From an optimization exercise on the open Yosys and OpenROAD flow, aimed at small area, a short achievable clock period and few clock cycles per item; shortcuts taken in it are not production practice. Function not checked in this run: the RTL went through the layout flow alone.

==> flow/design.v <==
module fm_3d_norm (
  i_s,
  i_e,
  i_f,
  o_b
);
    input         i_s;           
    input  [4:0]  i_e;           
    input  [16:0] i_f;           
    output [21:0] o_b;           
    wire        w_carry;        
    wire [3:0]  w_penc;         
    wire        w_c_zero;       
    wire        w_ce_zero;      
    wire [15:0] w_lshifted;     
    wire [4:0]  w_lshift_val;   
    wire [15:0] w_c_fraction;
    wire [15:0] w_c_frac;
    wire [4:0]  w_c_exp;        
    wire        w_c_sign;       
    wire [5:0]  w_incdec_out;   
    assign w_carry  = i_f[16];
    assign w_c_zero = (i_f == 17'h0);
    assign w_penc = f_prenc(i_f[15:0]);
    assign w_incdec_out = f_incdec(i_e, w_penc, w_carry);
    assign  w_lshift_val = w_penc;
    assign w_lshifted = i_f[15:0] << w_lshift_val;
    assign w_c_frac = (w_carry) ? i_f[16:1] : w_lshifted;
    assign w_c_exp = (w_c_zero|w_incdec_out[5]) ? 5'h0 : w_incdec_out[4:0];
    assign w_ce_zero = (w_c_exp == 5'h0);
    assign w_c_sign = i_s & !w_ce_zero;
    assign w_c_fraction = (w_ce_zero) ? 16'h0 : w_c_frac;
    assign o_b = {w_c_sign, w_c_exp, w_c_fraction};
function [3:0] f_prenc;
  input [15:0] mat;
  begin
    if (mat[15] == 1'b1) begin
      f_prenc = 4'h0;
    end else if (mat[14] == 1'b1) begin
      f_prenc = 4'h1;
    end else if (mat[13] == 1'b1) begin
      f_prenc = 4'h2;
    end else if (mat[12] == 1'b1) begin
      f_prenc = 4'h3;
    end else if (mat[11] == 1'b1) begin
      f_prenc = 4'h4;
    end else if (mat[10] == 1'b1) begin
      f_prenc = 4'h5;
    end else if (mat[9] == 1'b1) begin
      f_prenc = 4'h6;
    end else if (mat[8] == 1'b1) begin
      f_prenc = 4'h7;
    end else if (mat[7] == 1'b1) begin
      f_prenc = 4'h8;
    end else if (mat[6] == 1'b1) begin
      f_prenc = 4'h9;
    end else if (mat[5] == 1'b1) begin
      f_prenc = 4'ha;
    end else if (mat[4] == 1'b1) begin
      f_prenc = 4'hb;
    end else if (mat[3] == 1'b1) begin
      f_prenc = 4'hc;
    end else if (mat[2] == 1'b1) begin
      f_prenc = 4'hd;
    end else if (mat[1] == 1'b1) begin
      f_prenc = 4'he;
    end else begin
      f_prenc = 4'hf;
    end
  end
endfunction
function [5:0] f_incdec;
  input [4:0] a;
  input [3:0] b;
  input       inc;
  reg   [5:0] r_inc;
  reg   [5:0] r_dec;
  reg         r_1f_flag;
  begin
    r_1f_flag = (a == 5'h1f);
    r_inc = a + !r_1f_flag;
    r_dec = a - b;
    f_incdec = (inc) ? r_inc : r_dec;
  end
endfunction
endmodule
module fm_3d_fadd (
  clk_core,
  i_en,
  i_a,
  i_b,
  i_adsb,
  o_c
);
    input         clk_core;
    input         i_en;
    input  [21:0] i_a;           
    input  [21:0] i_b;           
    input         i_adsb;        
    output [21:0] o_c;           
    reg    [21:0] r_c;          
    reg           r_sign_1z;
    reg    [4:0]  r_exp_1z;
    reg           r_sign_2z;
    reg    [4:0]  r_exp_2z;
    reg    [16:0] r_mats;
    wire         w_a_sign;
    wire [15:0]  w_a_fraction;
    wire [4:0]   w_a_exp;
    wire         w_b_sign;
    wire [15:0]  w_b_fraction;
    wire [4:0]   w_b_exp;
    wire        w_mag_frac;    
    wire        w_mag_exp;     
    wire [4:0]  w_amb;         
    wire [4:0]  w_bma;         
    wire [4:0]  w_ex0;         
    wire [4:0]  w_exp_l;      
    wire        w_mag;         
    wire [15:0] w_f0;          
    wire [15:0] w_f1_sa;       
    wire [15:0] w_f1_sb;       
    wire [15:0] w_f1t;         
    wire        w_sign;        
    wire        w_sub;         
    wire [16:0] w_mats;        
    wire [21:0] w_c;
    assign w_a_sign = i_a[21];
    assign w_a_exp  = i_a[20:16];
    assign w_a_fraction = i_a[15:0];
    assign w_b_sign = i_b[21];
    assign w_b_exp  = i_b[20:16];
    assign w_b_fraction = i_b[15:0];
    assign o_c = r_c;
    assign w_mag_frac = (w_a_fraction <= w_b_fraction );
    assign w_mag_exp = (w_a_exp <= w_b_exp );
    assign w_exp_l = (w_mag_exp) ?  w_b_exp : w_a_exp;
    assign w_amb = w_a_exp - w_b_exp;
    assign w_bma = w_b_exp - w_a_exp;
    assign w_ex0 = (w_mag_exp) ? w_bma : w_amb;
    assign w_mag = (w_ex0 == 4'b0) ? w_mag_frac : w_mag_exp;
    assign w_f0 = (!w_mag) ? w_a_fraction : w_b_fraction;
    assign w_sign = ( w_mag == 1'b0) ? w_a_sign : (i_adsb ^ w_b_sign);
    assign w_sub = ((w_a_sign ^ w_b_sign) & !i_adsb) |
                   (!(w_a_sign ^ w_b_sign) & i_adsb) ;
    assign w_f1_sa = w_a_fraction >> w_ex0;
    assign w_f1_sb = w_b_fraction >> w_ex0;
    assign w_f1t = (w_mag) ? w_f1_sa : w_f1_sb;
    reg         r_sub;
    reg  [15:0] r_f0;
    reg  [15:0] r_f1t;
    always @(posedge clk_core) begin
        if (i_en) begin
            r_sign_1z <= w_sign;
            r_exp_1z <= w_exp_l;
            r_sub <= w_sub;
            r_f0 <= w_f0;
            r_f1t <= w_f1t;
        end
    end
    assign w_mats =  (!r_sub) ? (r_f0 + r_f1t) : (r_f0 - r_f1t);
    always @(posedge clk_core) begin
        if (i_en) begin
            r_sign_2z <= r_sign_1z;
            r_exp_2z <= r_exp_1z;
            r_mats <= w_mats;
        end
    end
    fm_3d_norm norm (
        .i_s(r_sign_2z),
        .i_e(r_exp_2z),
        .i_f(r_mats),
        .o_b(w_c)
    );
    always @(posedge clk_core) begin
        if (i_en) r_c <= w_c;
    end
endmodule
module fm_3d_fmul (
  clk_core,
  i_en,
  i_a,
  i_b,
  o_c
);
    input         clk_core;
    input         i_en;
    input  [21:0] i_a;
    input  [21:0] i_b;
    output [21:0] o_c;
    reg    [21:0] r_c;
    reg           r_sign_1z;
    reg           r_sign_2z;
    reg    [17:0] r_cf_tmp;
    reg    [4:0]  r_ce_tmp_1z;
    reg    [4:0]  r_ce_tmp_2z;
    reg    [16:0] r_cf_tmp2;
    wire        w_a_sign;
    wire [15:0] w_a_fraction;
    wire [4:0]  w_a_exp;
    wire        w_b_sign;
    wire [15:0] w_b_fraction;
    wire [4:0]  w_b_exp;
    wire [5:0]  w_adder_out;    
    wire        w_sign;
    wire [31:0] w_cf_tmp;       
    wire [16:0] w_cf_tmp2;      
    wire [4:0]  w_ce_tmp;       
    wire [21:0] w_c;
    assign w_a_sign = i_a[21];
    assign w_a_exp  = i_a[20:16];
    assign w_a_fraction = i_a[15:0];
    assign w_b_sign = i_b[21];
    assign w_b_exp  = i_b[20:16];
    assign w_b_fraction = i_b[15:0];
    wire [5:0] w_exp_add;
    assign w_exp_add = w_a_exp + w_b_exp;
    assign w_adder_out = w_exp_add -  4'hf;
    assign w_ce_tmp = (w_exp_add < 5'hf) ? 5'h00 :
                      (w_adder_out[5])   ? 5'h1f :
                                           w_adder_out[4:0];
    assign w_sign = w_a_sign ^ w_b_sign;
    assign w_cf_tmp = w_a_fraction * w_b_fraction;
    always @(posedge clk_core) begin
        if (i_en) begin
            r_sign_1z <= w_sign;
            r_cf_tmp <= w_cf_tmp[31:14];
            r_ce_tmp_1z <= w_ce_tmp;
        end
    end
    wire [16:0] w_rounded;
    assign w_rounded = r_cf_tmp[17:1] + 1'b1;
    assign w_cf_tmp2 = r_cf_tmp[0] ?  w_rounded :                
                                      r_cf_tmp[17:1];
    always @(posedge clk_core) begin
        if (i_en) begin
            r_sign_2z <= r_sign_1z;
            r_ce_tmp_2z <= r_ce_tmp_1z;
            r_cf_tmp2 <= w_cf_tmp2;
        end
    end
    fm_3d_norm norm (
        .i_s(r_sign_2z),
        .i_e(r_ce_tmp_2z),
        .i_f(r_cf_tmp2),
        .o_b(w_c)
    );
    always @(posedge clk_core) begin
        if (i_en) r_c <= w_c;
    end
    assign o_c = r_c;
endmodule
module fm_3d_frcp_rom (
  i_a,
  o_c
);
    input  [6:0]  i_a;
    output [31:0] o_c;
    reg    [31:0] r_c;
    assign o_c = r_c;
    always @(*) begin
        case (i_a)
            7'd0: r_c = 32'h800001fc;
            7'd1: r_c = 32'h7f0101f4;
            7'd2: r_c = 32'h7e0701ec;
            7'd3: r_c = 32'h7d1101e5;
            7'd4: r_c = 32'h7c1f01dd;
            7'd5: r_c = 32'h7b3001d6;
            7'd6: r_c = 32'h7a4401cf;
            7'd7: r_c = 32'h795c01c8;
            7'd8: r_c = 32'h787801c2;
            7'd9: r_c = 32'h779701bb;
            7'd10: r_c = 32'h76b901b5;
            7'd11: r_c = 32'h75de01af;
            7'd12: r_c = 32'h750701a8;
            7'd13: r_c = 32'h743201a2;
            7'd14: r_c = 32'h7361019d;
            7'd15: r_c = 32'h72920197;
            7'd16: r_c = 32'h71c70191;
            7'd17: r_c = 32'h70fe018c;
            7'd18: r_c = 32'h70380186;
            7'd19: r_c = 32'h6f740181;
            7'd20: r_c = 32'h6eb3017c;
            7'd21: r_c = 32'h6df50177;
            7'd22: r_c = 32'h6d3a0172;
            7'd23: r_c = 32'h6c80016d;
            7'd24: r_c = 32'h6bca0168;
            7'd25: r_c = 32'h6b150164;
            7'd26: r_c = 32'h6a63015f;
            7'd27: r_c = 32'h69b4015a;
            7'd28: r_c = 32'h69060156;
            7'd29: r_c = 32'h685b0152;
            7'd30: r_c = 32'h67b2014d;
            7'd31: r_c = 32'h670b0149;
            7'd32: r_c = 32'h66660145;
            7'd33: r_c = 32'h65c30141;
            7'd34: r_c = 32'h6522013d;
            7'd35: r_c = 32'h64830139;
            7'd36: r_c = 32'h63e70136;
            7'd37: r_c = 32'h634c0132;
            7'd38: r_c = 32'h62b2012e;
            7'd39: r_c = 32'h621b012a;
            7'd40: r_c = 32'h61860127;
            7'd41: r_c = 32'h60f20123;
            7'd42: r_c = 32'h60600120;
            7'd43: r_c = 32'h5fd0011d;
            7'd44: r_c = 32'h5f410119;
            7'd45: r_c = 32'h5eb40116;
            7'd46: r_c = 32'h5e290113;
            7'd47: r_c = 32'h5d9f0110;
            7'd48: r_c = 32'h5d17010d;
            7'd49: r_c = 32'h5c90010a;
            7'd50: r_c = 32'h5c0b0107;
            7'd51: r_c = 32'h5b870104;
            7'd52: r_c = 32'h5b050101;
            7'd53: r_c = 32'h5a8400fe;
            7'd54: r_c = 32'h5a0500fb;
            7'd55: r_c = 32'h598700f9;
            7'd56: r_c = 32'h590b00f6;
            7'd57: r_c = 32'h588f00f3;
            7'd58: r_c = 32'h581600f1;
            7'd59: r_c = 32'h579d00ee;
            7'd60: r_c = 32'h572600ec;
            7'd61: r_c = 32'h56b000e9;
            7'd62: r_c = 32'h563b00e7;
            7'd63: r_c = 32'h55c700e4;
            7'd64: r_c = 32'h555500e2;
            7'd65: r_c = 32'h54e400e0;
            7'd66: r_c = 32'h547400dd;
            7'd67: r_c = 32'h540500db;
            7'd68: r_c = 32'h539700d9;
            7'd69: r_c = 32'h532a00d7;
            7'd70: r_c = 32'h52bf00d4;
            7'd71: r_c = 32'h525400d2;
            7'd72: r_c = 32'h51eb00d0;
            7'd73: r_c = 32'h518300ce;
            7'd74: r_c = 32'h511b00cc;
            7'd75: r_c = 32'h50b500ca;
            7'd76: r_c = 32'h505000c8;
            7'd77: r_c = 32'h4fec00c6;
            7'd78: r_c = 32'h4f8800c4;
            7'd79: r_c = 32'h4f2600c2;
            7'd80: r_c = 32'h4ec400c0;
            7'd81: r_c = 32'h4e6400bf;
            7'd82: r_c = 32'h4e0400bd;
            7'd83: r_c = 32'h4da600bb;
            7'd84: r_c = 32'h4d4800b9;
            7'd85: r_c = 32'h4ceb00b8;
            7'd86: r_c = 32'h4c8f00b6;
            7'd87: r_c = 32'h4c3400b4;
            7'd88: r_c = 32'h4bda00b2;
            7'd89: r_c = 32'h4b8000b1;
            7'd90: r_c = 32'h4b2700af;
            7'd91: r_c = 32'h4ad000ae;
            7'd92: r_c = 32'h4a7900ac;
            7'd93: r_c = 32'h4a2200aa;
            7'd94: r_c = 32'h49cd00a9;
            7'd95: r_c = 32'h497800a7;
            7'd96: r_c = 32'h492400a6;
            7'd97: r_c = 32'h48d100a4;
            7'd98: r_c = 32'h487e00a3;
            7'd99: r_c = 32'h482d00a2;
            7'd100: r_c = 32'h47dc00a0;
            7'd101: r_c = 32'h478b009f;
            7'd102: r_c = 32'h473c009d;
            7'd103: r_c = 32'h46ed009c;
            7'd104: r_c = 32'h469e009b;
            7'd105: r_c = 32'h46510099;
            7'd106: r_c = 32'h46040098;
            7'd107: r_c = 32'h45b80097;
            7'd108: r_c = 32'h456c0095;
            7'd109: r_c = 32'h45210094;
            7'd110: r_c = 32'h44d70093;
            7'd111: r_c = 32'h448d0092;
            7'd112: r_c = 32'h44440091;
            7'd113: r_c = 32'h43fb008f;
            7'd114: r_c = 32'h43b3008e;
            7'd115: r_c = 32'h436c008d;
            7'd116: r_c = 32'h4325008c;
            7'd117: r_c = 32'h42df008b;
            7'd118: r_c = 32'h429a008a;
            7'd119: r_c = 32'h42540088;
            7'd120: r_c = 32'h42100087;
            7'd121: r_c = 32'h41cc0086;
            7'd122: r_c = 32'h41890085;
            7'd123: r_c = 32'h41460084;
            7'd124: r_c = 32'h41040083;
            7'd125: r_c = 32'h40c20082;
            7'd126: r_c = 32'h40810081;
            7'd127: r_c = 32'h40400080;
            default: r_c = 32'h0;
        endcase
    end
endmodule
module fm_3d_frcp (
  clk_core,
  i_en,
  i_a,
  o_c
);
    input         clk_core;
    input         i_en;
    input  [21:0] i_a;           
    output [21:0] o_c;           
    reg    [21:0] r_c;            
    reg           r_a_sign;
    reg    [4:0]  r_ce_tmp;
    reg    [7:0]  r_a_frac_l;
    reg           r_zero_flag;
    wire          w_a_sign;
    wire   [4:0]  w_a_exp;
    wire   [15:0] w_a_fraction;
    wire   [4:0]  w_2bias;
    wire   [4:0]  w_ce_tmp;
    wire   [15:0] w_cf_tmp;
    wire   [31:0] w_rom_out;
    wire   [15:0] w_rom_base;
    wire   [15:0] w_rom_diff;
    wire   [6:0]  w_rom_address;
    wire   [7:0]  w_a_frac_l;
    wire   [23:0] w_rom_correct;
    wire   [21:0] w_c;
    wire          w_zero_flag;
    assign w_a_sign = i_a[21];
    assign w_a_exp = i_a[20:16];
    assign w_a_fraction = i_a[15:0];
    assign w_2bias = 5'h1e;   
    assign w_ce_tmp = w_2bias - w_a_exp;
    assign w_rom_address = w_a_fraction[14:8];
    assign w_a_frac_l = w_a_fraction[7:0];
    assign w_rom_base = w_rom_out[31:16];    
    assign w_rom_diff = w_rom_out[15:0];     
    assign w_rom_correct = w_rom_diff * r_a_frac_l;
    assign w_cf_tmp = w_rom_base - {1'b0,w_rom_correct[23:9]};
    assign w_zero_flag = (w_a_exp == 5'h0);
    assign o_c = r_c;
    always @(posedge clk_core) begin
        if (i_en) begin
            r_a_sign <= w_a_sign;
            r_ce_tmp <= w_ce_tmp;
            r_a_frac_l <= w_a_frac_l;
            r_zero_flag <= w_zero_flag;
        end
    end
    always @(posedge clk_core) begin
        if (i_en) begin
            r_c <= (r_zero_flag) ? 22'h0 : w_c;
        end
    end
    fm_3d_frcp_rom frcp_rom (
        .clk_core(clk_core),
        .i_a(w_rom_address),
        .o_c(w_rom_out)
    );
    fm_3d_norm norm (
        .i_s(r_a_sign),
        .i_e(r_ce_tmp),
        .i_f({1'b0,w_cf_tmp[15:0]}),
        .o_b(w_c)
    );
endmodule
module fm_3d_delay (
    clk_core,
    i_en,
    i_data,
    o_data
);
    parameter P_WIDTH     = 8;
    parameter P_NUM_DELAY = 8;
    input                clk_core;
    input                i_en;
    input  [P_WIDTH-1:0] i_data;
    output [P_WIDTH-1:0] o_data;
    reg   [P_WIDTH-1:0] r_delay[0:P_NUM_DELAY-1];
    assign o_data = r_delay[P_NUM_DELAY-1];
    always @(posedge clk_core) begin
        if (i_en) r_delay[0] <= i_data;
    end
    integer i;
    always @(posedge clk_core) begin
        if ( P_NUM_DELAY > 1 ) begin
            for ( i = 1; i < P_NUM_DELAY; i = i + 1) begin
                if (i_en) r_delay[i] <= r_delay[i-1];
            end
        end
    end
endmodule
module fm_3d_ru_span_delta (
    clk_core,
    rst_x,
    i_start,
    o_finish,
    i_x_l,
    i_x_r,
    o_delta_t,
    o_delta_a
);
    parameter P_SETUP0   = 3'h0;
    parameter P_SETUP1   = 3'h1;
    parameter P_SETUP2   = 3'h2;
    parameter P_SETUP3   = 3'h3;
    parameter P_SETUP4   = 3'h4;
    parameter P_SETUP5   = 3'h5;
    parameter P_SETUP6   = 3'h6;
    input         clk_core;
    input         rst_x;
    input         i_start;
    output        o_finish;
    input  [20:0] i_x_l;
    input  [20:0] i_x_r;
    output [21:0] o_delta_t;
    output [21:0] o_delta_a;
    reg    [2:0]  r_state;
    reg    [21:0] r_delta_t;
    reg           r_is_delta_x_zero;
    wire  [21:0]  w_adder_out;
    wire  [21:0]  w_recip_out;
    wire          w_set_delta_t;
    wire          w_set_dx_zero;
    wire  [21:0]  w_05;
    wire  [21:0]  w_00;
    wire          w_is_zero;
    assign w_05 = 22'he8000;
    assign w_00 = 22'h00000;
    assign w_set_dx_zero = (r_state == P_SETUP3);
    assign w_is_zero = (w_adder_out == w_00);   
    assign w_set_delta_t = (r_state == P_SETUP5);
    assign o_delta_t = r_delta_t;
    assign o_delta_a = (r_is_delta_x_zero) ? w_00 : w_05;
    assign o_finish = (r_state == P_SETUP6);
    always @(posedge clk_core or negedge rst_x) begin
        if (~rst_x) begin
            r_state <= P_SETUP0;
        end else begin
            case (r_state)
                P_SETUP0: if (i_start) r_state <= P_SETUP1;
                P_SETUP1: r_state <= P_SETUP2;
                P_SETUP2: r_state <= P_SETUP3;
                P_SETUP3: r_state <= P_SETUP4;
                P_SETUP4: r_state <= P_SETUP5;
                P_SETUP5: r_state <= P_SETUP6;
                P_SETUP6: r_state <= P_SETUP0;   
            endcase
        end
    end
    always @(posedge clk_core) begin
        if (w_set_delta_t) r_delta_t <= w_recip_out;
    end
    always @(posedge clk_core or negedge rst_x) begin
        if (~rst_x) begin
            r_is_delta_x_zero <= 1'b0;
        end else begin
            if (w_set_dx_zero) r_is_delta_x_zero <= w_is_zero;
        end
    end
    fm_3d_fadd fadd (
        .clk_core(clk_core),
        .i_en(1'b1),
        .i_a({1'b0,i_x_r}),
        .i_b({1'b0,i_x_l}),
        .i_adsb(1'b1),
        .o_c(w_adder_out)
    );
    fm_3d_frcp frcp (
        .clk_core(clk_core),
        .i_en(1'b1),
        .i_a(w_adder_out),
        .o_c(w_recip_out)
    );
endmodule
module fm_3d_ru_span_step_core (
    clk_core,
    rst_x,
    i_en,
    i_valid,
    i_kind,
    i_end_flag,
    i_start_p,
    i_end_p,
    i_delta_t,
    o_valid,
    o_kind,
    o_end_flag,
    o_start_p,
    o_step_p
);
    input         clk_core;
    input         rst_x;
    input         i_en;
    input         i_valid;
    input  [3:0]  i_kind;
    input         i_end_flag;
    input  [21:0] i_start_p;
    input  [21:0] i_end_p;
    input  [21:0] i_delta_t;
    output        o_valid;
    output [3:0]  o_kind;
    output        o_end_flag;
    output [21:0] o_start_p;
    output [21:0] o_step_p;
    wire  [21:0]  w_end_p;
    wire  [21:0]  w_start_p;
    wire  [21:0]  w_delta_p;
    fm_3d_fadd fadd (
        .clk_core(clk_core),
        .i_en(i_en),
        .i_a(i_end_p),
        .i_b(i_start_p),
        .i_adsb(1'b1),
        .o_c(w_delta_p)
    );
    fm_3d_fmul mul_delta_tp (
        .clk_core(clk_core),
        .i_en(i_en),
        .i_a(w_delta_p),
        .i_b(i_delta_t),
        .o_c(o_step_p)
    );
    fm_3d_delay #(22,6) delay_p (
        .clk_core(clk_core),
        .i_en(i_en),
        .i_data(i_start_p),
        .o_data(o_start_p)
    );
    reg   [5:0]   r_valid_d;
    reg   [5:0]   r_end_flag_d;
    assign o_valid = r_valid_d[5];
    assign o_end_flag = r_end_flag_d[5];
    always @(posedge clk_core or negedge rst_x) begin
        if (~rst_x) begin
            r_valid_d <= 6'h0;
            r_end_flag_d <= 6'h0;
        end else if (i_en) begin
            r_valid_d <= {r_valid_d[4:0], i_valid};
            r_end_flag_d <= {r_end_flag_d[4:0], i_end_flag};
        end
    end
    fm_3d_delay #(4,6) delay_kind (
        .clk_core(clk_core),
        .i_en(i_en),
        .i_data(i_kind),
        .o_data(o_kind)
    );
endmodule
module fm_3d_ru_span_step (
    clk_core,
    rst_x,
    i_start,
    o_finish,
    i_delta_t,
    i_x_l,
    i_z_l,
    i_iw_l,
    i_param00_l,
    i_param01_l,
    i_param02_l,
    i_param03_l,
    i_param10_l,
    i_param11_l,
    i_param12_l,
    i_param13_l,
    i_z_r,
    i_iw_r,
    i_param00_r,
    i_param01_r,
    i_param02_r,
    i_param03_r,
    i_param10_r,
    i_param11_r,
    i_param12_r,
    i_param13_r,
    i_param0_en,
    i_param1_en,
    i_param0_size,
    i_param1_size,
    o_valid,
    o_param_kind,
    o_initial_val,
    o_step_val,
    o_end_flag,
    i_busy
);
    parameter P_SETUP_IW    = 4'h0;
    parameter P_SETUP_X     = 4'h1;
    parameter P_SETUP_Z     = 4'h2;
    parameter P_SETUP_P00   = 4'h3;
    parameter P_SETUP_P01   = 4'h4;
    parameter P_SETUP_P02   = 4'h5;
    parameter P_SETUP_P03   = 4'h6;
    parameter P_SETUP_P10   = 4'h7;
    parameter P_SETUP_P11   = 4'h8;
    parameter P_SETUP_P12   = 4'h9;
    parameter P_SETUP_P13   = 4'ha;
    parameter P_SETUP_WAIT  = 4'hb;
    input         clk_core;
    input         rst_x;
    input         i_start;
    output        o_finish;
    input  [21:0] i_delta_t;
    input  [20:0] i_x_l;
    input  [20:0] i_z_l;
    input  [20:0] i_iw_l;
    input  [20:0] i_param00_l;
    input  [20:0] i_param01_l;
    input  [20:0] i_param02_l;
    input  [20:0] i_param03_l;
    input  [20:0] i_param10_l;
    input  [20:0] i_param11_l;
    input  [20:0] i_param12_l;
    input  [20:0] i_param13_l;
    input  [20:0] i_z_r;
    input  [20:0] i_iw_r;
    input  [20:0] i_param00_r;
    input  [20:0] i_param01_r;
    input  [20:0] i_param02_r;
    input  [20:0] i_param03_r;
    input  [20:0] i_param10_r;
    input  [20:0] i_param11_r;
    input  [20:0] i_param12_r;
    input  [20:0] i_param13_r;
    input         i_param0_en;
    input         i_param1_en;
    input  [1:0]  i_param0_size;
    input  [1:0]  i_param1_size;
    output        o_valid;
    output [3:0]  o_param_kind;
    output [21:0] o_initial_val;
    output [21:0] o_step_val;
    output        o_end_flag;
    input         i_busy;
    reg    [3:0]  r_state;
    wire  [20:0]  w_end_p;
    wire  [20:0]  w_start_p;
    wire          w_valid;
    wire          w_end_flag;
    wire          w_end_flag_z;
    wire          w_end_flag_p00;
    wire          w_end_flag_p01;
    wire          w_end_flag_p02;
    wire          w_end_flag_p03;
    wire          w_end_flag_p10;
    wire          w_end_flag_p11;
    wire          w_end_flag_p12;
    wire          w_end_flag_p13;
    wire  [3:0]   w_param_kind;
    wire          w_finish;
    wire          w_busy;
    assign w_busy = o_valid & i_busy;
    assign o_finish = w_finish & !i_busy;
    assign o_end_flag = w_finish;
    assign w_valid=  (r_state != P_SETUP_WAIT) & 
                     ((r_state != P_SETUP_IW) | ((r_state == P_SETUP_IW)&i_start));
    assign w_end_flag_z   = (r_state == P_SETUP_Z) & !i_param0_en & !i_param1_en;
    assign w_end_flag_p00 = (r_state == P_SETUP_P00) &
                            (i_param0_en & (i_param0_size == 2'd0)) &
                            !i_param1_en;
    assign w_end_flag_p01 = (r_state == P_SETUP_P01) &
                            (i_param0_size == 2'd1) & !i_param1_en;
    assign w_end_flag_p02 = (r_state == P_SETUP_P02) &
                            (i_param0_size == 2'd2) & !i_param1_en;
    assign w_end_flag_p03 = (r_state == P_SETUP_P03) & !i_param1_en;
    assign w_end_flag_p10 = (r_state == P_SETUP_P10) & (i_param1_size == 2'd0);
    assign w_end_flag_p11 = (r_state == P_SETUP_P11) & (i_param1_size == 2'd1);
    assign w_end_flag_p12 = (r_state == P_SETUP_P12) & (i_param1_size == 2'd2);
    assign w_end_flag_p13 = (r_state == P_SETUP_P13);
    assign w_end_flag = w_end_flag_z |
                        w_end_flag_p00 | w_end_flag_p01 | w_end_flag_p02 | w_end_flag_p03|
                        w_end_flag_p10 | w_end_flag_p11 | w_end_flag_p12 | w_end_flag_p13;
    assign w_start_p =  (r_state == P_SETUP_IW)  ? i_iw_l :
                        (r_state == P_SETUP_X)   ? i_x_l :
                        (r_state == P_SETUP_Z)   ? i_z_l :
                        (r_state == P_SETUP_P00) ? i_param00_l :
                        (r_state == P_SETUP_P01) ? i_param01_l :
                        (r_state == P_SETUP_P02) ? i_param02_l :
                        (r_state == P_SETUP_P03) ? i_param03_l :
                        (r_state == P_SETUP_P10) ? i_param10_l :
                        (r_state == P_SETUP_P11) ? i_param11_l :
                        (r_state == P_SETUP_P12) ? i_param12_l :
                                                   i_param13_l;
    assign w_end_p   =  (r_state == P_SETUP_IW)  ? i_iw_r :
                        (r_state == P_SETUP_Z)   ? i_z_r :
                        (r_state == P_SETUP_P00) ? i_param00_r :
                        (r_state == P_SETUP_P01) ? i_param01_r :
                        (r_state == P_SETUP_P02) ? i_param02_r :
                        (r_state == P_SETUP_P03) ? i_param03_r :
                        (r_state == P_SETUP_P10) ? i_param10_r :
                        (r_state == P_SETUP_P11) ? i_param11_r :
                        (r_state == P_SETUP_P12) ? i_param12_r :
                                                   i_param13_r;
    assign w_param_kind = (r_state == P_SETUP_IW)  ? 4'h3 :
                          (r_state == P_SETUP_X)   ? 4'h0  :
                          (r_state == P_SETUP_Z)   ? 4'h2 :
                          (r_state == P_SETUP_P00) ? 4'h4 :
                          (r_state == P_SETUP_P01) ? 4'h5 :
                          (r_state == P_SETUP_P02) ? 4'h6 :
                          (r_state == P_SETUP_P03) ? 4'h7 :
                          (r_state == P_SETUP_P10) ? 4'h8 :
                          (r_state == P_SETUP_P11) ? 4'h9 :
                          (r_state == P_SETUP_P12) ? 4'ha :
                                                     4'hb;
    always @(posedge clk_core or negedge rst_x) begin
        if (~rst_x) begin
            r_state <= P_SETUP_IW;
        end else begin
            if (!w_busy) begin
                case (r_state)
                    P_SETUP_IW: begin
                        if (i_start) r_state <= P_SETUP_X;
                    end
                    P_SETUP_X: begin
                        r_state <= P_SETUP_Z;
                    end
                    P_SETUP_Z: begin
                        if (i_param0_en) r_state <= P_SETUP_P00;
                        else if (i_param1_en) r_state <= P_SETUP_P10;
                        else r_state <= P_SETUP_WAIT;
                    end
                    P_SETUP_P00: begin
                        if (i_param0_size == 2'd0) begin
                            if (i_param1_en) r_state <= P_SETUP_P10;
                            else  r_state <= P_SETUP_WAIT;
                        end else begin
                            r_state <= P_SETUP_P01;
                        end
                    end
                    P_SETUP_P01: begin
                        if (i_param0_size == 2'd1) begin
                            if (i_param1_en) r_state <= P_SETUP_P10;
                            else  r_state <= P_SETUP_WAIT;
                        end else begin
                            r_state <= P_SETUP_P02;
                        end
                    end
                    P_SETUP_P02: begin
                        if (i_param0_size == 2'd2) begin
                            if (i_param1_en) r_state <= P_SETUP_P10;
                            else  r_state <= P_SETUP_WAIT;
                        end else begin
                            r_state <= P_SETUP_P03;
                        end
                    end
                    P_SETUP_P03: begin
                       if (i_param1_en) r_state <= P_SETUP_P10;
                       else  r_state <= P_SETUP_WAIT;
                    end
                    P_SETUP_P10: begin
                        if (i_param1_size == 2'd0) begin
                            r_state <= P_SETUP_WAIT;
                        end else begin
                            r_state <= P_SETUP_P11;
                        end
                    end
                    P_SETUP_P11: begin
                        if (i_param1_size == 2'd1) begin
                            r_state <= P_SETUP_WAIT;
                        end else begin
                            r_state <= P_SETUP_P12;
                        end
                    end
                    P_SETUP_P12: begin
                        if (i_param1_size == 2'd2) begin
                            r_state <= P_SETUP_WAIT;
                        end else begin
                            r_state <= P_SETUP_P13;
                        end
                    end
                    P_SETUP_P13: begin
                        r_state <= P_SETUP_WAIT;
                    end
                    P_SETUP_WAIT: begin
                        if (o_finish) r_state <= P_SETUP_IW;
                    end
                endcase
            end
        end
    end
    fm_3d_ru_span_step_core span_step_core (
        .clk_core(clk_core),
        .rst_x(rst_x),
        .i_en(!w_busy),
        .i_valid(w_valid),
        .i_kind(w_param_kind),
        .i_end_flag(w_end_flag),
        .i_start_p({1'b0,w_start_p}),
        .i_end_p({1'b0,w_end_p}),
        .i_delta_t(i_delta_t),
        .o_valid(o_valid),
        .o_kind(o_param_kind),
        .o_end_flag(w_finish),
        .o_start_p(o_initial_val),
        .o_step_p(o_step_val)
    );
endmodule
module fm_3d_ru_span_setup (
    clk_core,
    rst_x,
    i_valid,
    i_aa_mode,
    i_x_l,
    i_y_l,
    i_z_l,
    i_iw_l,
    i_param00_l,
    i_param01_l,
    i_param02_l,
    i_param03_l,
    i_param10_l,
    i_param11_l,
    i_param12_l,
    i_param13_l,
    i_x_r,
    i_y_r,
    i_z_r,
    i_iw_r,
    i_param00_r,
    i_param01_r,
    i_param02_r,
    i_param03_r,
    i_param10_r,
    i_param11_r,
    i_param12_r,
    i_param13_r,
    o_ack,
    i_param0_en,
    i_param1_en,
    i_param0_size,
    i_param1_size,
    o_idle,
    o_valid,
    o_aa_mode,
    o_kind,
    o_initial_val,
    o_step_val,
    o_delta_a,
    o_y,
    o_end_flag,
    o_end_x,
    i_busy
);
    input         clk_core;
    input         rst_x;
    input         i_valid;
    input         i_aa_mode;
    input  [20:0] i_x_l;
    input  [8:0]  i_y_l;
    input  [20:0] i_z_l;
    input  [20:0] i_iw_l;
    input  [20:0] i_param00_l;
    input  [20:0] i_param01_l;
    input  [20:0] i_param02_l;
    input  [20:0] i_param03_l;
    input  [20:0] i_param10_l;
    input  [20:0] i_param11_l;
    input  [20:0] i_param12_l;
    input  [20:0] i_param13_l;
    input  [20:0] i_x_r;
    input  [8:0]  i_y_r;
    input  [20:0] i_z_r;
    input  [20:0] i_iw_r;
    input  [20:0] i_param00_r;
    input  [20:0] i_param01_r;
    input  [20:0] i_param02_r;
    input  [20:0] i_param03_r;
    input  [20:0] i_param10_r;
    input  [20:0] i_param11_r;
    input  [20:0] i_param12_r;
    input  [20:0] i_param13_r;
    output        o_ack;
    input         i_param0_en;
    input         i_param1_en;
    input  [1:0]  i_param0_size;
    input  [1:0]  i_param1_size;
    output        o_idle;
    output        o_valid;
    output        o_aa_mode;
    output [3:0]  o_kind;
    output [21:0] o_initial_val;
    output [21:0] o_step_val;
    output [21:0] o_delta_a;
    output [8:0]  o_y;
    output        o_end_flag;
    output [20:0] o_end_x;
    input         i_busy;
    reg    [3:0]  r_idx;
    reg           r_last;       
    reg           r_p0en, r_p1en;
    reg    [1:0]  r_p0s, r_p1s;
    reg           r_pres;       
    reg    [30:0] r_ctx0, r_ctx1;
    reg           r_wp, r_rp;
    reg    [1:0]  r_cnt;
    wire          w_en;         
    wire          w_first = (r_idx == 4'd0);
    wire          w_pop;
    wire          w_room = (r_cnt != 2'd2) | w_pop;
    wire          w_issue = w_en & (w_first ? (i_valid & w_room) : 1'b1);
    assign o_ack = w_en & r_last;
    reg    [3:0]  w_nidx;
    reg           w_nlast;
    always @(*) begin
        w_nidx = r_idx + 4'd1;
        w_nlast = 1'b0;
        case (r_idx)
            4'd0: begin
                w_nidx = 4'd1;
                w_nlast = 1'b0;
            end
            4'd1: begin
                w_nidx = 4'd2;
                w_nlast = !r_p0en & !r_p1en;
            end
            4'd2: begin
                w_nidx = r_p0en ? 4'd3 : 4'd7;
                w_nlast = r_p0en ? ((r_p0s == 2'd0) & !r_p1en)
                                 : (r_p1s == 2'd0);
            end
            4'd3, 4'd4, 4'd5, 4'd6: begin
                if (r_idx[1:0] == (r_p0s + 2'd3)) begin
                    w_nidx = 4'd7;
                    w_nlast = (r_p1s == 2'd0);
                end else begin
                    w_nidx = r_idx + 4'd1;
                    w_nlast = ((r_idx[1:0] - 2'd2) == r_p0s) & !r_p1en;
                end
            end
            default: begin
                w_nidx = r_idx + 4'd1;
                w_nlast = ((r_idx[1:0] + 2'd2) == r_p1s);
            end
        endcase
        if (r_last) begin
            w_nidx = 4'd0;
            w_nlast = 1'b0;
        end
    end
    always @(posedge clk_core or negedge rst_x) begin
        if (~rst_x) begin
            r_idx <= 4'd0;
            r_last <= 1'b0;
        end else if (w_issue) begin
            r_idx <= w_nidx;
            r_last <= w_nlast;
        end
    end
    always @(posedge clk_core or negedge rst_x) begin
        if (~rst_x) begin
            r_p0en <= 1'b0;
            r_p1en <= 1'b0;
            r_p0s <= 2'd0;
            r_p1s <= 2'd0;
        end else if (w_issue & w_first) begin
            r_p0en <= i_param0_en;
            r_p1en <= i_param1_en;
            r_p0s <= i_param0_size;
            r_p1s <= i_param1_size;
        end
    end
    always @(posedge clk_core or negedge rst_x) begin
        if (~rst_x) r_pres <= 1'b0;
        else r_pres <= i_valid & !o_ack;
    end
    reg    [20:0] w_l, w_r;
    reg    [3:0]  w_kind;
    always @(*) begin
        case (r_idx)
            4'd0:    begin w_l = i_iw_l;      w_r = i_iw_r;      w_kind = 4'h3;  end
            4'd1:    begin w_l = i_x_l;       w_r = i_param13_r; w_kind = 4'h0;   end
            4'd2:    begin w_l = i_z_l;       w_r = i_z_r;       w_kind = 4'h2;   end
            4'd3:    begin w_l = i_param00_l; w_r = i_param00_r; w_kind = 4'h4; end
            4'd4:    begin w_l = i_param01_l; w_r = i_param01_r; w_kind = 4'h5; end
            4'd5:    begin w_l = i_param02_l; w_r = i_param02_r; w_kind = 4'h6; end
            4'd6:    begin w_l = i_param03_l; w_r = i_param03_r; w_kind = 4'h7; end
            4'd7:    begin w_l = i_param10_l; w_r = i_param10_r; w_kind = 4'h8; end
            4'd8:    begin w_l = i_param11_l; w_r = i_param11_r; w_kind = 4'h9; end
            4'd9:    begin w_l = i_param12_l; w_r = i_param12_r; w_kind = 4'ha; end
            default: begin w_l = i_param13_l; w_r = i_param13_r; w_kind = 4'hb; end
        endcase
    end
    reg           r1_valid, r1_end;
    reg    [3:0]  r1_kind;
    reg    [20:0] r1_init;
    reg           r1_s,  r1_xs;
    reg    [4:0]  r1_e,  r1_xe;
    reg    [4:0]  r1_d,  r1_xd;
    reg    [15:0] r1_fb, r1_xfb;
    reg    [15:0] r1_fs, r1_xfs;
    wire          w_mag  = (w_r <= w_l);
    wire   [20:0] w_big  = w_mag ? w_l : w_r;
    wire   [20:0] w_sml  = w_mag ? w_r : w_l;
    wire          w_xmag = (i_x_r <= i_x_l);
    wire   [20:0] w_xbig = w_xmag ? i_x_l : i_x_r;
    wire   [20:0] w_xsml = w_xmag ? i_x_r : i_x_l;
    always @(posedge clk_core or negedge rst_x) begin
        if (~rst_x) begin
            r1_valid <= 1'b0;
            r1_end <= 1'b0;
        end else if (w_en) begin
            r1_valid <= w_issue;
            r1_end <= r_last;
        end
    end
    always @(posedge clk_core) begin
        if (w_en) begin
            r1_kind <= w_kind;
            r1_init <= w_l;
            r1_s  <= w_mag;
            r1_e  <= w_big[20:16];
            r1_d  <= w_big[20:16] - w_sml[20:16];
            r1_fb <= w_big[15:0];
            r1_fs <= w_sml[15:0];
            r1_xs  <= w_xmag;
            r1_xe  <= w_xbig[20:16];
            r1_xd  <= w_xbig[20:16] - w_xsml[20:16];
            r1_xfb <= w_xbig[15:0];
            r1_xfs <= w_xsml[15:0];
        end
    end
    wire   [21:0] w_dp = f_subnorm(r1_s,  r1_e,  r1_d,  r1_fb,  r1_fs);
    wire   [21:0] w_dx = f_subnorm(r1_xs, r1_xe, r1_xd, r1_xfb, r1_xfs);
    reg           r2_valid, r2_end;
    reg    [3:0]  r2_kind;
    reg    [20:0] r2_init;
    reg    [21:0] r2_dp;
    reg           r2_xs;
    reg    [4:0]  r2_xce;
    reg           r2_xz;
    reg    [14:0] r2_xf;
    always @(posedge clk_core or negedge rst_x) begin
        if (~rst_x) begin
            r2_valid <= 1'b0;
            r2_end <= 1'b0;
        end else if (w_en) begin
            r2_valid <= r1_valid;
            r2_end <= r1_end;
        end
    end
    always @(posedge clk_core) begin
        if (w_en) begin
            r2_kind <= r1_kind;
            r2_init <= r1_init;
            r2_dp <= w_dp;
            r2_xs <= w_dx[21];
            r2_xce <= 5'h1e - w_dx[20:16];
            r2_xz <= (w_dx[20:16] == 5'h0);
            r2_xf <= w_dx[14:0];
        end
    end
    wire   [31:0] w_rom;
    fm_3d_frcp_rom frcp_rom (
        .i_a(r2_xf[14:8]),
        .o_c(w_rom)
    );
    wire   [23:0] w_corr = w_rom[15:0] * r2_xf[7:0];
    wire   [15:0] w_cf = w_rom[31:16] - {1'b0, w_corr[23:9]};
    wire   [4:0]  w_tce = w_cf[15] ? r2_xce : (r2_xce - 5'd1);
    wire          w_tz = r2_xz | (w_tce == 5'd0) | (!w_cf[15] & (r2_xce == 5'd0));
    wire   [15:0] w_tf = w_cf[15] ? w_cf : {w_cf[14:0], 1'b0};
    reg           r3_valid, r3_end;
    reg    [3:0]  r3_kind;
    reg    [20:0] r3_init;
    reg    [21:0] r3_dp;
    reg    [21:0] r3_dt;
    reg           r3_da;
    always @(posedge clk_core or negedge rst_x) begin
        if (~rst_x) begin
            r3_valid <= 1'b0;
            r3_end <= 1'b0;
        end else if (w_en) begin
            r3_valid <= r2_valid;
            r3_end <= r2_end;
        end
    end
    always @(posedge clk_core) begin
        if (w_en) begin
            r3_kind <= r2_kind;
            r3_init <= r2_init;
            r3_dp <= r2_dp;
            r3_dt <= w_tz ? 22'h0 : {r2_xs, w_tce, w_tf};
            r3_da <= !r2_xz;
        end
    end
    wire   [5:0]  w_ea = r3_dp[20:16] + r3_dt[20:16];
    wire   [5:0]  w_eo = w_ea - 6'd15;
    wire   [4:0]  w_ce = (w_ea < 6'd15) ? 5'h00 :
                         (w_eo[5])      ? 5'h1f : w_eo[4:0];
    wire   [31:0] w_p = r3_dp[15:0] * r3_dt[15:0];
    reg           r4_valid, r4_end;
    reg    [3:0]  r4_kind;
    reg    [20:0] r4_init;
    reg    [17:0] r4_p;
    reg    [4:0]  r4_ce;
    reg           r4_s;
    reg           r4_da;
    always @(posedge clk_core or negedge rst_x) begin
        if (~rst_x) begin
            r4_valid <= 1'b0;
            r4_end <= 1'b0;
        end else if (w_en) begin
            r4_valid <= r3_valid;
            r4_end <= r3_end;
        end
    end
    always @(posedge clk_core) begin
        if (w_en) begin
            r4_kind <= r3_kind;
            r4_init <= r3_init;
            r4_p <= w_p[31:14];
            r4_ce <= w_ce;
            r4_s <= r3_dp[21] ^ r3_dt[21];
            r4_da <= r3_da;
        end
    end
    wire   [16:0] w_c2 = r4_p[0] ? (r4_p[17:1] + 17'd1) : r4_p[17:1];
    wire   [4:0]  w_se = w_c2[16] ? (r4_ce + {4'd0, (r4_ce != 5'h1f)}) : r4_ce;
    wire          w_sz = (w_c2 == 17'd0) | (w_se == 5'd0);
    wire   [15:0] w_sf = w_c2[16] ? w_c2[16:1] : w_c2[15:0];
    reg           r5_valid, r5_end;
    reg    [3:0]  r5_kind;
    reg    [20:0] r5_init;
    reg    [21:0] r5_step;
    reg           r5_da;
    always @(posedge clk_core or negedge rst_x) begin
        if (~rst_x) begin
            r5_valid <= 1'b0;
            r5_end <= 1'b0;
        end else if (w_en) begin
            r5_valid <= r4_valid;
            r5_end <= r4_end;
        end
    end
    always @(posedge clk_core) begin
        if (w_en) begin
            r5_kind <= r4_kind;
            r5_init <= r4_init;
            r5_step <= w_sz ? 22'h0 : {r4_s, w_se, w_sf};
            r5_da <= r4_da;
        end
    end
    assign w_en = !(r5_valid & i_busy);
    assign w_pop = r5_valid & r5_end & !i_busy;
    wire          w_push = w_issue & w_first;
    always @(posedge clk_core or negedge rst_x) begin
        if (~rst_x) begin
            r_wp <= 1'b0;
            r_rp <= 1'b0;
            r_cnt <= 2'd0;
        end else begin
            if (w_push) r_wp <= !r_wp;
            if (w_pop) r_rp <= !r_rp;
            r_cnt <= r_cnt + {1'b0, w_push} - {1'b0, w_pop};
        end
    end
    always @(posedge clk_core) begin
        if (w_push & !r_wp) r_ctx0 <= {i_aa_mode, i_x_r, i_y_l};
        if (w_push &  r_wp) r_ctx1 <= {i_aa_mode, i_x_r, i_y_l};
    end
    wire   [30:0] w_ctx = r_rp ? r_ctx1 : r_ctx0;
    assign o_valid = r5_valid;
    assign o_end_flag = r5_end;
    assign o_kind = r5_kind;
    assign o_initial_val = {1'b0, r5_init};
    assign o_step_val = r5_step;
    assign o_delta_a = r5_da ? 22'h0e8000 : 22'h0;
    assign o_aa_mode = w_ctx[30];
    assign o_end_x = w_ctx[29:9];
    assign o_y = w_ctx[8:0];
    assign o_idle = !(r_pres | (r_cnt != 2'd0));
    function [21:0] f_subnorm;
        input        s;
        input [4:0]  e;
        input [4:0]  d;
        input [15:0] fb;
        input [15:0] fs;
        reg   [15:0] m;
        reg   [3:0]  pe;
        reg   [5:0]  ne;
        reg   [15:0] nf;
        integer k;
        begin
            m = fb - (fs >> d);
            pe = 4'hf;
            for (k = 1; k <= 15; k = k + 1)
                if (m[k]) pe = 15 - k;
            ne = {1'b0, e} - {2'b0, pe};
            nf = m << pe;
            if ((m == 16'h0) | ne[5] | (ne[4:0] == 5'h0))
                f_subnorm = 22'h0;
            else
                f_subnorm = {s, ne[4:0], nf};
        end
    endfunction
endmodule
==> flow/run.sh <==
#!/bin/bash
# synth_recipe.tcl (not shown) runs the flow's synth.tcl, then flattens the netlist and writes it again
# the make line also repeats each setting of config.mk as NAME=value (left out here)
make -C /OpenROAD-flow-scripts/flow DESIGN_CONFIG=/design/flow/config.mk WORK_HOME=/design/flow/orfs CLKGATE_MAP_FILE= SYNTH_SCRIPT=/design/flow/synth_recipe.tcl finish
==> flow/config.mk <==
export PLATFORM = sky130hd
export DESIGN_NAME = fm_3d_ru_span_setup
export DESIGN_NICKNAME = fm_3d_ru_span_setup
export VERILOG_FILES = /design/flow/design.v
export SDC_FILE = /design/flow/constraint.sdc
export NUM_CORES = 4
export LEC_CHECK = 0
export CAP_MARGIN = 20
export CORE_MARGIN = 2
export CORE_UTILIZATION = 40
export PLACE_DENSITY = 0.6
export SLEW_MARGIN = 20
==> flow/constraint.sdc <==
create_clock -name core_clock -period 10.0 [get_ports {clk_core}]
set_input_delay 2.0000 -clock core_clock [delete_from_list [all_inputs] [get_ports {clk_core}]]
set_output_delay 2.0000 -clock core_clock [all_outputs]
set_load 0.01 [all_outputs]
==> results.json <==
{
  "die_y_um": 320,
  "clk_path_buf_depth": 3,
  "clk_pin_slew_ns": 0.06,
  "port_buffers": 567,
  "viasPerCell": 5.74,
  "min_period_over_period_pct": 93.3,
  "row_count": 116,
  "cts_max_level": 2,
  "area_growth_syn_to_layout_pct": 23.9,
  "endpoint_kind": "flop",
  "place_area_um2": 47700,
  "cts-root-buf": "clkbuf_16",
  "ys_warn_count": 2,
  "maxClockFrequency_ghz": 0.107,
  "synth_ff_type": "edfxtp_1",
  "antenna_left": 0,
  "crit_start": "r1_xd[1]",
  "final_common_cell": "clkdlybuf4s50_1",
  "first_pass_iters": 6,
  "cts.sinks": 461,
  "final_cell_mix": "clkdlybuf4s50_1, nand2_1, inv_1",
  "setup.worst_path.end": "w_rom[24]",
  "boundaryPins": 596,
  "use_met3_pct": 5.52,
  "die_w_um": 320,
  "r2r_setup_slack_ns": 0.67,
  "cts_tree": "built",
  "slew_viol_final": 0,
  "nNetsFinal": 5715,
  "layout-drive-gt1-share_pct": 8.47,
  "worst_pin_slew_ns": 1.31,
  "antenna_found_initial": 69,
  "reg2reg_from": "r1_xd[1]",
  "worstRegToRegCells": 34,
  "use_met1_pct": 36.2,
  "finalHoldViolCount": 0,
  "synth-edff-count": 410,
  "max_slew_margin_pct": 12.3,
  "dpl.hpwl_um": 131000,
  "cp_slowest_cell": "xnor2_1",
  "max-cap-violations": 0,
  "async_flop_share_pct": 5.64,
  "grt_usage_pct": 31.3,
  "rsz0062_at_grt": "false",
  "wl_um": 163000,
  "gp_congestion": 0.983,
  "grt_use_met2_pct": 50.9,
  "core-area_um2": 99700,
  "wire_per_inst_um": 26.7,
  "cp_max_fo": 12,
  "grt_max_degree": 83,
  "cts_made_buffers": 55,
  "synth.avg_cell_area_um2": 9.62,
  "grt-busiest-layer": "met2",
  "synth_seq_cells": 461,
  "crit_arrival_ns": 9.84,
  "setup_slack_ns": 0.665,
  "period_needed_ns": 9.33,
  "start_util_pct": 40.1,
  "hp-class": "reg -> reg",
  "path_class": "reg -> reg",
  "synth_seq_area_share_pct": 33.6,
  "synthesis.area_um2": 40000,
  "fin_setup_tns_ns": 0,
  "synth.distinct_cells": 105,
  "cp-start-kind": "flop",
  "dieArea_um2": 103000,
  "grt_pass1_wl_um": 235000,
  "status": "complete, no violations",
  "worstPathRequired_ns": 10.51,
  "overflow": 0,
  "drt_iter0_markers": 3159,
  "cpPeakStageDelay_ns": 0.71,
  "num-fill-cells": 9364,
  "final_area_um2": 49600,
  "r2r_end": "w_rom[24]",
  "clock_latency_ns": 0.66,
  "grt_pass1_vias": 34500,
  "setup_viol": 0,
  "drc": 0,
  "num_vias": 35100,
  "pre_cts_slack_ns": 0.578,
  "clock_skew_ns": 0.0362,
  "syn_inst": 4160
}
==> how the worst min path moves through the flow <==
stage / to / start / slack [ns] / cells past startpoint
after floorplan: r2_init[0] / r1_init[0] / 0.40 / 0
after global placement: r3_dp[10] / r2_dp[10] / 0.40 / 0
after detailed placement: r2_init[20] / r1_init[20] / 0.40 / 0
after CTS: r3_dp[3] / r2_dp[3] / 0.41 / 0
after global routing: r3_dp[3] / r2_dp[3] / 0.42 / 0
final: r4_init[1] / r3_init[1] / 0.41 / 0
==> timing repair <==
action / CTS / global route
setup endpoints to repair: 0 / 34
hold buffers: 0 / 0
setup buffers: 0 / 1
resized for setup: 0 / 3
==> layer usage <==
layer | wire [µm] | vias to the layer above
li1 | - | 16100
met5 | 53 | -
met3 | 10500 | 423
met1 | 61300 | 17200
met2 | 76100 | 1459
met4 | 15200 | 10
==> cells in the mapped netlist, drive strengths merged, types with 49 or more instances <==
library cell | instances | share of area, %
mux2 | 69 | 1.9
fa | 240 | 12
a221oi | 50 | 1.1
nand2 | 474 | 4.5
xor2 | 49 | 1.1
a21oi | 178 | 2.3
edfxtp | 410 | 31
nor2 | 239 | 2.3
nor3 | 74 | 0.95
and2 | 166 | 2.6
a22oi | 131 | 2.5
xnor2 | 63 | 1.4
o21ai | 168 | 2.1
inv | 423 | 4.0
ha | 259 | 8.1
clkbuf | 162 | 1.5
mux2i | 95 | 2.4
a211oi | 55 | 1.0
nand3 | 73 | 0.91
buf | 92 | 1.3
==> cell families after synthesis <==
kind of cell    count (synthesis)  share of synthesized area, %
buf+inv                       678                          6.75
other cells                     1                       0.00937
mux                           174                          4.88
xor+xnor                      112                          2.45
flops                         461                          33.6
simple gates                 1275                          15.3
fa+ha+maj                     501                          20.2
compound gates                958                          16.8
==> sequential cells by signal, summed over array words and instances (netlist names), 22 cells and up <==
| signal | flops |
|---|---|
| r_ctx0 | 31 |
| w_rom | 25 |
| r5_step | 22 |
| r_ctx1 | 31 |
| r3_dp | 22 |
| r3_dt | 22 |
| r2_dp | 22 |
==> through the flow <==
step	hold WS, ns	utilization, %	std cells
global route	0.418	49.7	6114
CTS	0.414	49.6	6064
floorplan	0.400	-	4178
finish	0.414	49.7	6120
global placement	0.401	47.9	5965
detailed placement	0.405	47.9	5965
==> final cells by class <==
cell class,count,area [µm²],share of cell area (%)
antenna,55,138,0.278
sequential,461,13500,27.1
tap,1298,1620,3.27
clock buffer,63,1430,2.88
multi-input combinational,3039,24000,48.4
inverter,424,1600,3.22
clock inverter,36,279,0.563
timing repair buffer,744,7050,14.2
==> critical path, delay by kind of cell (launching register included) <==
kind	cells	cell delay, ns
AOI/OAI and AO/OA	13	2.78
buffers and inverters	3	0.41
xor gates and xnor gates	2	0.91
DFF	1	0.67
adders and majority gates	5	1.35
and+or+nand+nor	10	2.80
muxes	1	0.25

## static timing again, ports no longer ideal
How much do the figures lean on ideal ports? The routed layout below was timed once more, with nothing changed but the port constraints. Step 1 (the two cells are an assumption about what drives the block):
set clk [get_ports {clk_core}]
set_driving_cell -lib_cell sky130_fd_sc_hd__clkbuf_16 $clk
set_driving_cell -lib_cell sky130_fd_sc_hd__buf_2 [delete_from_list [all_inputs] $clk]
Step 2 moves the port delays by t, midway between the first and last clock arrival at a register: inputs arrive t later, outputs are due t later. That takes back most of the time a late clock gives input paths. a / b / c = ideal / step 1 / step 2; a / b = the first two.
t (ns): 0.708
slack for setup (ns): 0.665 / 0.665 / 0.665
worst setup path after step 2: register to register
clock arrival spread, ns: 0.036 / 0.036
cell pins on the clock port's net: 1
After both steps this run still meets setup and hold. The setup slack of this run moves by 0.000 ns with the drivers and by 0.000 ns with both steps.
